Background: an optimization exercise with open tools, aiming at small area, a short achievable clock period and few clock cycles per item. Do not read the settings as production practice. In this exercise RTL edits were held to simulation tests only and were not proved equivalent to the original. Power figures rest on the tool's default switching activity, not on a simulated workload.

===== design/flow/design.v =====
module alu(
        input clk,
        input rst,
        input [2:0] operation,
        input [15:0] srcA_i,
        input [15:0] srcB_i,
        input [15:0] sortNum0_i,
        input [15:0] sortNum1_i,
        input [15:0] sortNum2_i,
        input [15:0] sortNum3_i,
        input [15:0] sortNum4_i,
        input [15:0] sortNum5_i,
        input [15:0] sortNum6_i,
        input [15:0] sortNum7_i,
        input [15:0] sortNum8_i,
        output reg [15:0] data_o,
        output reg [15:0] sortNum0_o,
        output reg [15:0] sortNum1_o,
        output reg [15:0] sortNum2_o,
        output reg [15:0] sortNum3_o,
        output reg [15:0] sortNum4_o,
        output reg [15:0] sortNum5_o,
        output reg [15:0] sortNum6_o,
        output reg [15:0] sortNum7_o,
        output reg [15:0] sortNum8_o,
        output reg           done
);
localparam [2:0] OP_ADD  = 3'b000;
localparam [2:0] OP_SUB  = 3'b001;
localparam [2:0] OP_MUL  = 3'b010;
localparam [2:0] OP_DIV  = 3'b011;
localparam [2:0] OP_SORT = 3'b100;
localparam OP = 0;
localparam IDLE = 30;
localparam ADD_1 = 1;
localparam SUB_1 = 2;
localparam MUL_1 = 3;
localparam MUL_2 = 4;
localparam MUL_3 = 5;
localparam DIV_1 = 6;
localparam DIV_2 = 7;
localparam DIV_3 = 8;
localparam DIV_4 = 9;
localparam SORT_1 = 10;
localparam SORT_2 = 11;
localparam SORT_3 = 12;
localparam SORT_4 = 13;
localparam SORT_5 = 14;
localparam SORT_6 = 15;
localparam SORT_7 = 16;
localparam SORT_8 = 17;
localparam SORT_9 = 18;
localparam SORT_10 = 19;
localparam OUT = 31; 
reg signed [15:0] result;
reg OV, UN;
reg signed [32:0] P;
wire signed [15:0] P_result = P[26:11] + (P[10]&(^P[9:1]) | P[11]&P[10]&(~^P[9:1]));
wire round_bit = P[27:11] + (P[10]&(^P[9:1]) | P[11]&P[10]&(~^P[9:1]));
reg [3:0] cycle_cnt;
reg [15:0] srcA_i_tmp;
reg [15:0] divisor;
reg [31:0] remainder;
reg contrary_sign_flag;
reg [4:0]cycle_cnt2;
wire [15:0] srcA_i_n = ~srcA_i + 1;
reg [15:0] sortNum[0:15];
assign sortNum0_o = sortNum[0];
assign sortNum1_o = sortNum[1];
assign sortNum2_o = sortNum[2];
assign sortNum3_o = sortNum[3];
assign sortNum4_o = sortNum[4];
assign sortNum5_o = sortNum[5];
assign sortNum6_o = sortNum[6];
assign sortNum7_o = sortNum[7];
assign sortNum8_o = sortNum[8];
reg [4:0] cstate, nstate;
always@(posedge clk or posedge rst)begin
        if(rst)begin
                done <= 0;
                P <= 0;
                cycle_cnt <= 0; 
                cycle_cnt2 <= 0;
                cstate <= IDLE;
                divisor <= 0;
                remainder <= 0;
                result <= 0;
                OV <= 0; 
                UN <= 0;
        end
        else begin
                cstate <= nstate;
                case(cstate)
                        IDLE:begin
                        end
                        OP:begin
                                done <= 0;
                                case(operation)
                                        OP_ADD:begin
                                                result <= $signed(srcA_i) + $signed(srcB_i);
                                                OV <= ~srcA_i[15]&~srcB_i[15];
                                                UN <= srcA_i[15]&srcB_i[15];
                                        end
                                        OP_SUB:begin
                                                result <= $signed(srcA_i) - $signed(srcB_i);
                                                OV <= ~srcA_i[15]&srcB_i[15];
                                                UN <= srcA_i[15]&~srcB_i[15];
                                        end
                                        OP_MUL:begin
                                                P <= {16'b0, srcB_i[15:0], 1'b0};
                                                srcA_i_tmp <= srcA_i;
                                                OV <= ~srcA_i[15]&~srcB_i[15] | srcA_i[15]&srcB_i[15];
                                                UN <= srcA_i[15] ^ srcB_i[15];
                                        end
                                        OP_DIV:begin
                                                contrary_sign_flag <= srcA_i[15] ^ srcB_i[15];
                                                remainder <= srcA_i[15] ? {15'b0, srcA_i_n, 1'b0} : {15'b0, srcA_i, 1'b0};
                                                divisor <= srcB_i[15] ? ~srcB_i+1 : srcB_i;
                                        end
                                        OP_SORT:begin
                                                sortNum[0] <= sortNum0_i;
                                                sortNum[1] <= sortNum1_i;
                                                sortNum[2] <= sortNum2_i;
                                                sortNum[3] <= sortNum3_i;
                                                sortNum[4] <= sortNum4_i;
                                                sortNum[5] <= sortNum5_i;
                                                sortNum[6] <= sortNum6_i;
                                                sortNum[7] <= sortNum7_i;
                                                sortNum[8] <= sortNum8_i;
                                                sortNum[9] <= 16'hFFFF;
                                                sortNum[10] <= 16'hFFFF;
                                                sortNum[11] <= 16'hFFFF;
                                                sortNum[12] <= 16'hFFFF;
                                                sortNum[13] <= 16'hFFFF;
                                                sortNum[14] <= 16'hFFFF;
                                                sortNum[15] <= 16'hFFFF;
                                        end
                                endcase
                        end
                        ADD_1:begin
                                data_o <= OV&result[15] ? 16'h7FFF : UN&(~result[15]) ? 16'h8000 : result[15:0];
                        end
                        SUB_1:begin
                                data_o <= OV&result[15] ? 16'h7FFF : UN&(~result[15]) ? 16'h8000 : result[15:0];
                        end
                        MUL_1:begin
                                case(P[1:0])
                                        2'b00:begin
                                        end
                                        2'b01:begin
                                                P[32:17] <= $signed(P[32:17]) + $signed(srcA_i_tmp);
                                        end
                                        2'b10:begin
                                                P[32:17] <= $signed(P[32:17]) - $signed(srcA_i_tmp);
                                        end
                                        2'b11:begin
                                        end
                                endcase
                        end
                        MUL_2:begin
                                P <= P >>> 1;
                                cycle_cnt <= cycle_cnt + 1;
                        end
                        MUL_3:begin
                                data_o <= OV&P_result[15] ? 16'h7FFF : UN&(~P_result[15]) ? 16'h8000 : P_result;
                        end
                        DIV_1:begin
                                remainder[31:16] <= remainder[31:16] > divisor ? remainder[31:16] - divisor : remainder[31:16];
                        end
                        DIV_2:begin  
                                remainder <= {remainder[30:0], 1'b1};
                                cycle_cnt2 <= cycle_cnt2 + 1;
                        end
                        DIV_3:begin  
                                remainder <= remainder << 1;
                                cycle_cnt2 <= cycle_cnt2 + 1;
                        end
                        DIV_4:begin
                                data_o <= contrary_sign_flag ? ~remainder[15:0]+1 : remainder[15:0];
                        end
                        SORT_1:begin
                                sortNum[0] <= sortNum[0] > sortNum[1] ? sortNum[1] : sortNum[0];
                                sortNum[1] <= sortNum[0] > sortNum[1] ? sortNum[0] : sortNum[1];
                                sortNum[2] <= sortNum[2] < sortNum[3] ? sortNum[3] : sortNum[2];
                                sortNum[3] <= sortNum[2] < sortNum[3] ? sortNum[2] : sortNum[3];
                                sortNum[4] <= sortNum[4] > sortNum[5] ? sortNum[5] : sortNum[4];
                                sortNum[5] <= sortNum[4] > sortNum[5] ? sortNum[4] : sortNum[5];
                                sortNum[6] <= sortNum[6] < sortNum[7] ? sortNum[7] : sortNum[6];
                                sortNum[7] <= sortNum[6] < sortNum[7] ? sortNum[6] : sortNum[7];
                                sortNum[8] <= sortNum[8] > sortNum[9] ? sortNum[9] : sortNum[8];
                                sortNum[9] <= sortNum[8] > sortNum[9] ? sortNum[8] : sortNum[9];
                                sortNum[10] <= sortNum[10] < sortNum[11] ? sortNum[11] : sortNum[10];
                                sortNum[11] <= sortNum[10] < sortNum[11] ? sortNum[10] : sortNum[11];
                                sortNum[12] <= sortNum[12] > sortNum[13] ? sortNum[13] : sortNum[12];
                                sortNum[13] <= sortNum[12] > sortNum[13] ? sortNum[12] : sortNum[13];
                                sortNum[14] <= sortNum[14] < sortNum[15] ? sortNum[15] : sortNum[14];
                                sortNum[15] <= sortNum[14] < sortNum[15] ? sortNum[14] : sortNum[15];
                        end
                        SORT_2:begin
                                sortNum[0] <= sortNum[0] > sortNum[2] ? sortNum[2] : sortNum[0];
                                sortNum[2] <= sortNum[0] > sortNum[2] ? sortNum[0] : sortNum[2];
                                sortNum[1] <= sortNum[1] > sortNum[3] ? sortNum[3] : sortNum[1];
                                sortNum[3] <= sortNum[1] > sortNum[3] ? sortNum[1] : sortNum[3];
                                sortNum[4] <= sortNum[4] < sortNum[6] ? sortNum[6] : sortNum[4];
                                sortNum[6] <= sortNum[4] < sortNum[6] ? sortNum[4] : sortNum[6];
                                sortNum[5] <= sortNum[5] < sortNum[7] ? sortNum[7] : sortNum[5];
                                sortNum[7] <= sortNum[5] < sortNum[7] ? sortNum[5] : sortNum[7];
                                sortNum[8] <= sortNum[8] > sortNum[10] ? sortNum[10] : sortNum[8];
                                sortNum[10] <= sortNum[8] > sortNum[10] ? sortNum[8] : sortNum[10];
                                sortNum[9] <= sortNum[9] > sortNum[11] ? sortNum[11] : sortNum[9];
                                sortNum[11] <= sortNum[9] > sortNum[11] ? sortNum[9] : sortNum[11];
                                sortNum[12] <= sortNum[12] < sortNum[14] ? sortNum[14] : sortNum[12];
                                sortNum[14] <= sortNum[12] < sortNum[14] ? sortNum[12] : sortNum[14];
                                sortNum[13] <= sortNum[13] < sortNum[15] ? sortNum[15] : sortNum[13];
                                sortNum[15] <= sortNum[13] < sortNum[15] ? sortNum[13] : sortNum[15];
                        end
                        SORT_3:begin
                                sortNum[0] <= sortNum[0] > sortNum[1] ? sortNum[1] : sortNum[0]; 
                                sortNum[1] <= sortNum[0] > sortNum[1] ? sortNum[0] : sortNum[1];
                                sortNum[2] <= sortNum[2] > sortNum[3] ? sortNum[3] : sortNum[2];
                                sortNum[3] <= sortNum[2] > sortNum[3] ? sortNum[2] : sortNum[3];
                                sortNum[4] <= sortNum[4] < sortNum[5] ? sortNum[5] : sortNum[4];
                                sortNum[5] <= sortNum[4] < sortNum[5] ? sortNum[4] : sortNum[5];
                                sortNum[6] <= sortNum[6] < sortNum[7] ? sortNum[7] : sortNum[6];
                                sortNum[7] <= sortNum[6] < sortNum[7] ? sortNum[6] : sortNum[7];
                                sortNum[8] <= sortNum[8] > sortNum[9] ? sortNum[9] : sortNum[8];
                                sortNum[9] <= sortNum[8] > sortNum[9] ? sortNum[8] : sortNum[9];
                                sortNum[10] <= sortNum[10] > sortNum[11] ? sortNum[11] : sortNum[10];
                                sortNum[11] <= sortNum[10] > sortNum[11] ? sortNum[10] : sortNum[11];
                                sortNum[12] <= sortNum[12] < sortNum[13] ? sortNum[13] : sortNum[12];
                                sortNum[13] <= sortNum[12] < sortNum[13] ? sortNum[12] : sortNum[13];
                                sortNum[14] <= sortNum[14] < sortNum[15] ? sortNum[15] : sortNum[14];
                                sortNum[15] <= sortNum[14] < sortNum[15] ? sortNum[14] : sortNum[15];
                        end
                        SORT_4:begin
                                sortNum[0] <= sortNum[0] > sortNum[4] ? sortNum[4] : sortNum[0]; 
                                sortNum[4] <= sortNum[0] > sortNum[4] ? sortNum[0] : sortNum[4];
                                sortNum[1] <= sortNum[1] > sortNum[5] ? sortNum[5] : sortNum[1];
                                sortNum[5] <= sortNum[1] > sortNum[5] ? sortNum[1] : sortNum[5];
                                sortNum[2] <= sortNum[2] > sortNum[6] ? sortNum[6] : sortNum[2];
                                sortNum[6] <= sortNum[2] > sortNum[6] ? sortNum[2] : sortNum[6];
                                sortNum[3] <= sortNum[3] > sortNum[7] ? sortNum[7] : sortNum[3];
                                sortNum[7] <= sortNum[3] > sortNum[7] ? sortNum[3] : sortNum[7];
                                sortNum[8] <= sortNum[8] < sortNum[12] ? sortNum[12] : sortNum[8];
                                sortNum[12] <= sortNum[8] < sortNum[12] ? sortNum[8] : sortNum[12];
                                sortNum[9] <= sortNum[9] < sortNum[13] ? sortNum[13] : sortNum[9];
                                sortNum[13] <= sortNum[9] < sortNum[13] ? sortNum[9] : sortNum[13];
                                sortNum[10] <= sortNum[10] < sortNum[14] ? sortNum[14] : sortNum[10];
                                sortNum[14] <= sortNum[10] < sortNum[14] ? sortNum[10] : sortNum[14];
                                sortNum[11] <= sortNum[11] < sortNum[15] ? sortNum[15] : sortNum[11];
                                sortNum[15] <= sortNum[11] < sortNum[15] ? sortNum[11] : sortNum[15];
                        end
                        SORT_5:begin
                                sortNum[0] <= sortNum[0] > sortNum[2] ? sortNum[2] : sortNum[0];
                                sortNum[2] <= sortNum[0] > sortNum[2] ? sortNum[0] : sortNum[2];
                                sortNum[1] <= sortNum[1] > sortNum[3] ? sortNum[3] : sortNum[1];
                                sortNum[3] <= sortNum[1] > sortNum[3] ? sortNum[1] : sortNum[3];
                                sortNum[4] <= sortNum[4] > sortNum[6] ? sortNum[6] : sortNum[4];
                                sortNum[6] <= sortNum[4] > sortNum[6] ? sortNum[4] : sortNum[6];
                                sortNum[5] <= sortNum[5] > sortNum[7] ? sortNum[7] : sortNum[5];
                                sortNum[7] <= sortNum[5] > sortNum[7] ? sortNum[5] : sortNum[7];
                                sortNum[8] <= sortNum[8] < sortNum[10] ? sortNum[10] : sortNum[8];
                                sortNum[10] <= sortNum[8] < sortNum[10] ? sortNum[8] : sortNum[10];
                                sortNum[9] <= sortNum[9] < sortNum[11] ? sortNum[11] : sortNum[9];
                                sortNum[11] <= sortNum[9] < sortNum[11] ? sortNum[9] : sortNum[11];
                                sortNum[12] <= sortNum[12] < sortNum[14] ? sortNum[14] : sortNum[12];
                                sortNum[14] <= sortNum[12] < sortNum[14] ? sortNum[12] : sortNum[14];
                                sortNum[13] <= sortNum[13] < sortNum[15] ? sortNum[15] : sortNum[13];
                                sortNum[15] <= sortNum[13] < sortNum[15] ? sortNum[13] : sortNum[15];
                        end
                        SORT_6:begin
                                sortNum[0] <= sortNum[0] > sortNum[1] ? sortNum[1] : sortNum[0]; 
                                sortNum[1] <= sortNum[0] > sortNum[1] ? sortNum[0] : sortNum[1];
                                sortNum[2] <= sortNum[2] > sortNum[3] ? sortNum[3] : sortNum[2];
                                sortNum[3] <= sortNum[2] > sortNum[3] ? sortNum[2] : sortNum[3];
                                sortNum[4] <= sortNum[4] > sortNum[5] ? sortNum[5] : sortNum[4];
                                sortNum[5] <= sortNum[4] > sortNum[5] ? sortNum[4] : sortNum[5];
                                sortNum[6] <= sortNum[6] > sortNum[7] ? sortNum[7] : sortNum[6];
                                sortNum[7] <= sortNum[6] > sortNum[7] ? sortNum[6] : sortNum[7];
                                sortNum[8] <= sortNum[8] < sortNum[9] ? sortNum[9] : sortNum[8];
                                sortNum[9] <= sortNum[8] < sortNum[9] ? sortNum[8] : sortNum[9];
                                sortNum[10] <= sortNum[10] < sortNum[11] ? sortNum[11] : sortNum[10];
                                sortNum[11] <= sortNum[10] < sortNum[11] ? sortNum[10] : sortNum[11];
                                sortNum[12] <= sortNum[12] < sortNum[13] ? sortNum[13] : sortNum[12];
                                sortNum[13] <= sortNum[12] < sortNum[13] ? sortNum[12] : sortNum[13];
                                sortNum[14] <= sortNum[14] < sortNum[15] ? sortNum[15] : sortNum[14];
                                sortNum[15] <= sortNum[14] < sortNum[15] ? sortNum[14] : sortNum[15];
                        end
                        SORT_7:begin
                                sortNum[0] <= sortNum[0] > sortNum[8] ? sortNum[8] : sortNum[0]; 
                                sortNum[8] <= sortNum[0] > sortNum[8] ? sortNum[0] : sortNum[8];
                                sortNum[1] <= sortNum[1] > sortNum[9] ? sortNum[9] : sortNum[1];
                                sortNum[9] <= sortNum[1] > sortNum[9] ? sortNum[1] : sortNum[9];
                                sortNum[2] <= sortNum[2] > sortNum[10] ? sortNum[10] : sortNum[2];
                                sortNum[10] <= sortNum[2] > sortNum[10] ? sortNum[2] : sortNum[10];
                                sortNum[3] <= sortNum[3] > sortNum[11] ? sortNum[11] : sortNum[3];
                                sortNum[11] <= sortNum[3] > sortNum[11] ? sortNum[3] : sortNum[11];
                                sortNum[4] <= sortNum[4] > sortNum[12] ? sortNum[12] : sortNum[4];
                                sortNum[12] <= sortNum[4] > sortNum[12] ? sortNum[4] : sortNum[12];
                                sortNum[5] <= sortNum[5] > sortNum[13] ? sortNum[13] : sortNum[5];
                                sortNum[13] <= sortNum[5] > sortNum[13] ? sortNum[5] : sortNum[13];
                                sortNum[6] <= sortNum[6] > sortNum[14] ? sortNum[14] : sortNum[6];
                                sortNum[14] <= sortNum[6] > sortNum[14] ? sortNum[6] : sortNum[14];
                                sortNum[7] <= sortNum[7] > sortNum[15] ? sortNum[15] : sortNum[7];
                                sortNum[15] <= sortNum[7] > sortNum[15] ? sortNum[7] : sortNum[15];
                        end
                        SORT_8:begin
                                sortNum[0] <= sortNum[0] > sortNum[4] ? sortNum[4] : sortNum[0]; 
                                sortNum[4] <= sortNum[0] > sortNum[4] ? sortNum[0] : sortNum[4];
                                sortNum[1] <= sortNum[1] > sortNum[5] ? sortNum[5] : sortNum[1];
                                sortNum[5] <= sortNum[1] > sortNum[5] ? sortNum[1] : sortNum[5];
                                sortNum[2] <= sortNum[2] > sortNum[6] ? sortNum[6] : sortNum[2];
                                sortNum[6] <= sortNum[2] > sortNum[6] ? sortNum[2] : sortNum[6];
                                sortNum[3] <= sortNum[3] > sortNum[7] ? sortNum[7] : sortNum[3];
                                sortNum[7] <= sortNum[3] > sortNum[7] ? sortNum[3] : sortNum[7];
                                sortNum[8] <= sortNum[8] > sortNum[12] ? sortNum[12] : sortNum[8];
                                sortNum[12] <= sortNum[8] > sortNum[12] ? sortNum[8] : sortNum[12];
                                sortNum[9] <= sortNum[9] > sortNum[13] ? sortNum[13] : sortNum[9];
                                sortNum[13] <= sortNum[9] > sortNum[13] ? sortNum[9] : sortNum[13];
                                sortNum[10] <= sortNum[10] > sortNum[14] ? sortNum[14] : sortNum[10];
                                sortNum[14] <= sortNum[10] > sortNum[14] ? sortNum[10] : sortNum[14];
                                sortNum[11] <= sortNum[11] > sortNum[15] ? sortNum[15] : sortNum[11];
                                sortNum[15] <= sortNum[11] > sortNum[15] ? sortNum[11] : sortNum[15];
                        end
                        SORT_9:begin
                                sortNum[0] <= sortNum[0] > sortNum[2] ? sortNum[2] : sortNum[0];
                                sortNum[2] <= sortNum[0] > sortNum[2] ? sortNum[0] : sortNum[2];
                                sortNum[1] <= sortNum[1] > sortNum[3] ? sortNum[3] : sortNum[1];
                                sortNum[3] <= sortNum[1] > sortNum[3] ? sortNum[1] : sortNum[3];
                                sortNum[4] <= sortNum[4] > sortNum[6] ? sortNum[6] : sortNum[4];
                                sortNum[6] <= sortNum[4] > sortNum[6] ? sortNum[4] : sortNum[6];
                                sortNum[5] <= sortNum[5] > sortNum[7] ? sortNum[7] : sortNum[5];
                                sortNum[7] <= sortNum[5] > sortNum[7] ? sortNum[5] : sortNum[7];
                                sortNum[8] <= sortNum[8] > sortNum[10] ? sortNum[10] : sortNum[8];
                                sortNum[10] <= sortNum[8] > sortNum[10] ? sortNum[8] : sortNum[10];
                                sortNum[9] <= sortNum[9] > sortNum[11] ? sortNum[11] : sortNum[9];
                                sortNum[11] <= sortNum[9] > sortNum[11] ? sortNum[9] : sortNum[11];
                                sortNum[12] <= sortNum[12] > sortNum[14] ? sortNum[14] : sortNum[12];
                                sortNum[14] <= sortNum[12] > sortNum[14] ? sortNum[12] : sortNum[14];
                                sortNum[13] <= sortNum[13] > sortNum[15] ? sortNum[15] : sortNum[13];
                                sortNum[15] <= sortNum[13] > sortNum[15] ? sortNum[13] : sortNum[15];
                        end
                        SORT_10:begin
                                sortNum[0] <= sortNum[0] > sortNum[1] ? sortNum[1] : sortNum[0]; 
                                sortNum[1] <= sortNum[0] > sortNum[1] ? sortNum[0] : sortNum[1];
                                sortNum[2] <= sortNum[2] > sortNum[3] ? sortNum[3] : sortNum[2];
                                sortNum[3] <= sortNum[2] > sortNum[3] ? sortNum[2] : sortNum[3];
                                sortNum[4] <= sortNum[4] > sortNum[5] ? sortNum[5] : sortNum[4];
                                sortNum[5] <= sortNum[4] > sortNum[5] ? sortNum[4] : sortNum[5];
                                sortNum[6] <= sortNum[6] > sortNum[7] ? sortNum[7] : sortNum[6];
                                sortNum[7] <= sortNum[6] > sortNum[7] ? sortNum[6] : sortNum[7];
                                sortNum[8] <= sortNum[8] > sortNum[9] ? sortNum[9] : sortNum[8];
                                sortNum[9] <= sortNum[8] > sortNum[9] ? sortNum[8] : sortNum[9];
                                sortNum[10] <= sortNum[10] > sortNum[11] ? sortNum[11] : sortNum[10];
                                sortNum[11] <= sortNum[10] > sortNum[11] ? sortNum[10] : sortNum[11];
                                sortNum[12] <= sortNum[12] > sortNum[13] ? sortNum[13] : sortNum[12];
                                sortNum[13] <= sortNum[12] > sortNum[13] ? sortNum[12] : sortNum[13];
                                sortNum[14] <= sortNum[14] > sortNum[15] ? sortNum[15] : sortNum[14];
                                sortNum[15] <= sortNum[14] > sortNum[15] ? sortNum[14] : sortNum[15];
                        end
                        OUT:begin
                                done <= 1;
                                contrary_sign_flag <= 0;
                                P <= 0;
                                remainder <= 0;
                                cycle_cnt <= 0;
                                cycle_cnt2 <= 0;
                        end
                endcase
        end
end
always@*begin
        if(rst)begin
                nstate = OP;
        end
        else begin
                nstate = 'bx;
                case(cstate)
                        IDLE:begin
                                nstate = OP;
                        end
                        OP:begin
                                case(operation)
                                        OP_ADD:begin
                                                nstate = ADD_1;
                                        end
                                        OP_SUB:begin
                                                nstate = SUB_1;
                                        end
                                        OP_MUL:begin
                                                nstate = MUL_1;
                                        end
                                        OP_DIV:begin
                                                nstate = DIV_1;
                                        end
                                        OP_SORT:begin
                                                nstate = SORT_1;
                                        end                
                                endcase
                        end
                        ADD_1:begin
                                nstate = OUT;
                        end
                        SUB_1:begin
                                nstate = OUT;
                        end
                        MUL_1:begin
                                nstate = MUL_2;
                        end
                        MUL_2:begin
                                nstate = cycle_cnt == 15 ? MUL_3 : MUL_1;
                        end
                        MUL_3:begin
                                nstate = OUT;
                        end
                        DIV_1:begin
                                nstate = remainder[31:16] > divisor ? DIV_2 : DIV_3;
                        end
                        DIV_2:begin
                                nstate = cycle_cnt2 == 25 ? DIV_4 : DIV_1;
                        end
                        DIV_3:begin
                                nstate = cycle_cnt2 == 25 ? DIV_4 : DIV_1;
                        end
                        DIV_4:begin
                                nstate = OUT;
                        end
                        SORT_1:begin
                                nstate = SORT_2;
                        end
                        SORT_2:begin
                                nstate = SORT_3;
                        end
                        SORT_3:begin
                                nstate = SORT_4;
                        end
                        SORT_4:begin
                                nstate = SORT_5;
                        end
                        SORT_5:begin
                                nstate = SORT_6;
                        end
                        SORT_6:begin
                                nstate = SORT_7;
                        end
                        SORT_7:begin
                                nstate = SORT_8;
                        end
                        SORT_8:begin
                                nstate = SORT_9;
                        end
                        SORT_9:begin
                                nstate = SORT_10;
                        end
                        SORT_10:begin
                                nstate = OUT;
                        end
                        OUT:begin
                                nstate = OP;
                        end
                endcase
        end
end
endmodule

===== design/flow/run.sh =====
#!/bin/bash
# synth_recipe.tcl (not shown) runs the flow's synth.tcl, then flattens the netlist and writes it again
# the make line also repeats each setting of config.mk as NAME=value (left out here)
make -C /OpenROAD-flow-scripts/flow DESIGN_CONFIG=/design/flow/config.mk WORK_HOME=/design/flow/orfs CLKGATE_MAP_FILE= SYNTH_SCRIPT=/design/flow/synth_recipe.tcl finish

===== design/flow/config.mk =====
export PLATFORM = sky130hd
export DESIGN_NAME = alu
export DESIGN_NICKNAME = alu
export VERILOG_FILES = /design/flow/design.v
export SDC_FILE = /design/flow/constraint.sdc
export NUM_CORES = 4
export LEC_CHECK = 0
export CAP_MARGIN = 20
export CELL_PAD_IN_SITES_DETAIL_PLACEMENT = 1
export CELL_PAD_IN_SITES_GLOBAL_PLACEMENT = 2
export CORE_MARGIN = 2
export CORE_UTILIZATION = 25
export PLACE_DENSITY = 0.5
export SLEW_MARGIN = 20

===== design/flow/constraint.sdc =====
create_clock -name core_clock -period 5.0 [get_ports {clk}]
set_input_delay 1.0000 -clock core_clock [delete_from_list [all_inputs] [get_ports {clk}]]
set_output_delay 1.0000 -clock core_clock [all_outputs]
set_load 0.01 [all_outputs]

==> results.toml <==
[routing]
ant_nets = 0
detail_route.wl_per_cell_um = 35.3
route.detailed.drc = 0
via_count = 38300
vias_per_cell = 5.88
drt_pre_antenna_iters = 13
wl_mm = 229
drt_iter0_drc = 4101

[grt]
antenna_found_initial = 8
grt_max_degree = 139
grt_overflow = 0
grt_pass1_vias = 38700
grt_pass1_wl_mm = 315
grt_use_total = 0.293

[floorplanning]
rows = 141
initial_utilization = 0.251
core-area_mm2 = 0.147
fp.dieW_um = 389
chipHeight_um = 389
die-area_mm2 = 0.151
ioPinCount = 342

[place]
dp_hpwl_mm = 180
io_buffers = 341
place.gp.congestion = 0.933
placedCellCount = 6391

[timing]
skew_ps = 74.6
slew_viol_final = 0
period_needed_ps = 4140
finalCritPeriodShare = 0.828
setup_viol = 0
slew-limit-headroom = 0.158
max_freq_mhz = 241
hold_viol_final = 0
tns_ps = 0
worst_slew_pin_slew_ps = 1250
rsz0062_at_grt = "no"

[clock_network]
postCtsSetupBuffers = 0
cts_buffer_depth = 3
ctsHoldBuffers = 0
numClockSinks = 403
clkLatencyLatePin_ps = 720
cts_resized = 0
ctsRootBufferMaster = "clkbuf_16"
path_clk_slew_ps = 60
htree_levels = 2
cts_buffers = 58
cts_tree = "done"

[setup_path]
crit_path_top_delay_cell = "dfstp_2"
crit_fanout = 23
critPathKind = "reg2reg"
crit_path_end_kind = "flop"
path_delay_family = "compound AO/OA/AOI/OAI gates"
path_cells = "inv_2, nand2_1, nor2_1, a21o_1, a21oi_1, o311ai_0, nor4_2, buf_4"
worst-path-buf-inv = 2
cp-start-kind = "flop"
crit_required_ps = 5390
cp.arrival_ps = 4530
cpPeakStageDelay_ps = 960

[yosys]
ys_seq_area_frac = 0.311
synthDistinctLibCells = 89
yosysTopAreaCellShare = 0.234
postSynthCellCount = 4120
synthArstFlopShare = 0.283
synth_top_cell_by_area = "edfxtp_1"
ys.flop_type = "edfxtp_1"
synthesis.nets = 4876
synth_warnings = 11
yosys-top-cells-area = "edfxtp_1, ha_1, dfrtp_1"
avgSynthCellArea_um2 = 8.99
ys_ff_latch = 403
synth_edf_count = 289
syn_area_mm2 = 0.0370

[layout]
area_growth_pct = 24.3
fill_cells = 17000
final_util = 0.312
layout_common_cells = "ha_1, nand2_1, clkdlybuf4s50_1"
final_cells = 6501
layout.nets = 5277
layout_commonest_cell = "ha_1"
drive_gt1_frac = 0.0821

[hold_path]
hold_path_class = "reg2reg"

[power_and_ir_drop]
power_density_mw_per_mm2 = 807
irDropWorstVdd_mv = 0.314
power.leakage_nw = 18.9

[flow_run]
max-cap-violations = 0

[outcome]
status = "no timing/DRC/antenna violations"
[tightest hold or removal path: stages (launching register included)]
cell and delay, ps:
dfrtp_1 340, nand2_1 50, o21ai_0 60
[logic make-up after synthesis]
family	Yosys count	synth area share
muxes	12	0.00331
and+or+nand+nor	1151	0.145
buffers and inverters	517	0.0555
DFF	403	0.311
AOI/OAI and AO/OA	1328	0.258
adders and majority gates	576	0.195
xor gates and xnor gates	133	0.0315
[power breakdown]
part           total, mW  internal [mW]  switching (mW)
combinational       23.6           8.43            15.2
clock               4.69           2.80            1.89
sequential          8.79           5.87            2.92
[synthesized netlist by cell type, drive strengths merged, types with 29 or more instances]
cell type,number
nor2b,65
o21a,32
buf,94
inv,295
nand4,93
a211oi,34
a31oi,165
o221ai,113
a222oi,144
xnor2,66
a22oi,29
nor3,60
dfrtp,110
nand3,77
nand2,382
ha,572
a21oi,230
nor2,340
a221o,114
xor2,67
o21ai,203
a21o,99
nand2b,30
clkbuf,128
edfxtp,289
[worst paths after layout]
kind                       startpoint              to  slack (ps)  cells after the start
min reg2reg                divisor[1]      divisor[1]         480                      2
max                         cstate[4]  sortNum[13][4]         860                      8
max reg2reg                 cstate[4]  sortNum[13][4]         860                      8
min                        divisor[1]      divisor[1]         480                      2
min in group asynchronous         rst            done         820                      3
max in group asynchronous         rst   remainder[25]        3060                      4
[layout make-up]
cell class / count / area, um2 / share of cell area
Antenna cell: 2 / 5.00 / 0.000109
Clock buffer: 77 / 1630 / 0.0353
Clock inverter: 31 / 443 / 0.00962
Inverter: 295 / 1110 / 0.0241
Multi-Input combinational cell: 3200 / 23600 / 0.513
Sequential cell: 403 / 11500 / 0.251
Tap cell: 1930 / 2410 / 0.0525
Timing Repair Buffer: 563 / 5270 / 0.114
[flip-flops by register name (all words and copies together), names as in the netlist]
register	cells
sortNum	256
P	33
remainder	32
data_o	16
divisor	16
result	16
srcA_i_tmp	16
cstate	5
cycle_cnt2	5
cycle_cnt	4
OV	1
UN	1
contrary_sign_flag	1
done	1
[layer usage]
| layer | up-vias | wire length [um] | global-route usage |
|---|---|---|---|
| met3 | 231 | 15400 | 0.0401 |
| met5 | - | 13 | 0 |
| li1 | 16800 | - | - |
| met1 | 19700 | 100000 | 0.397 |
| met4 | 2 | 7640 | 0.0900 |
| met2 | 1545 | 106000 | 0.483 |
[per-stage QoR]
step           setup slack, ps  power, mW  hold slack (ps)  instance area, um2
2_1_floorplan              273       20.1              443               37000
3_3_place_gp               335       32.1              470               44000
3_5_place_dp               345       32.2              473               44000
4_1_cts                    850       37.0              487               46000
5_1_grt                    744       39.3              528               46000
6_report                   859       37.1              480               46000
Testbench counts, summed over its fixed seeds: cycles 34,171, items 1,600.

[port drivers added, routing unchanged]
The results above use ideal ports. As a check the final layout listed here was re-extracted and re-timed, cells and wires unchanged.
Step 1 sets driving cells, clkbuf_16 on the clock port and buf_2 on the other inputs (assumed; they add their load-dependent delay and slew).
Step 2 times the ports against the registers' clock, not the clock port: input delays grow and output delays shrink by t, the midpoint of the rising clock arrivals with the driver on.
Slacks: no drivers / after step 1 / after step 2; pairs: no drivers / after step 1.
t (ns): 0.764
setup slack, ns: 0.859 / 0.859 / 0.378
worst setup path at the end: input to register
latest minus earliest clock arrival (ns): 0.075 / 0.074
cell pins on the clock port's net: 1
After both steps this run still meets setup and hold. For this run, drivers alone change the setup slack by 0.000 ns; drivers and shift together by -0.481 ns.
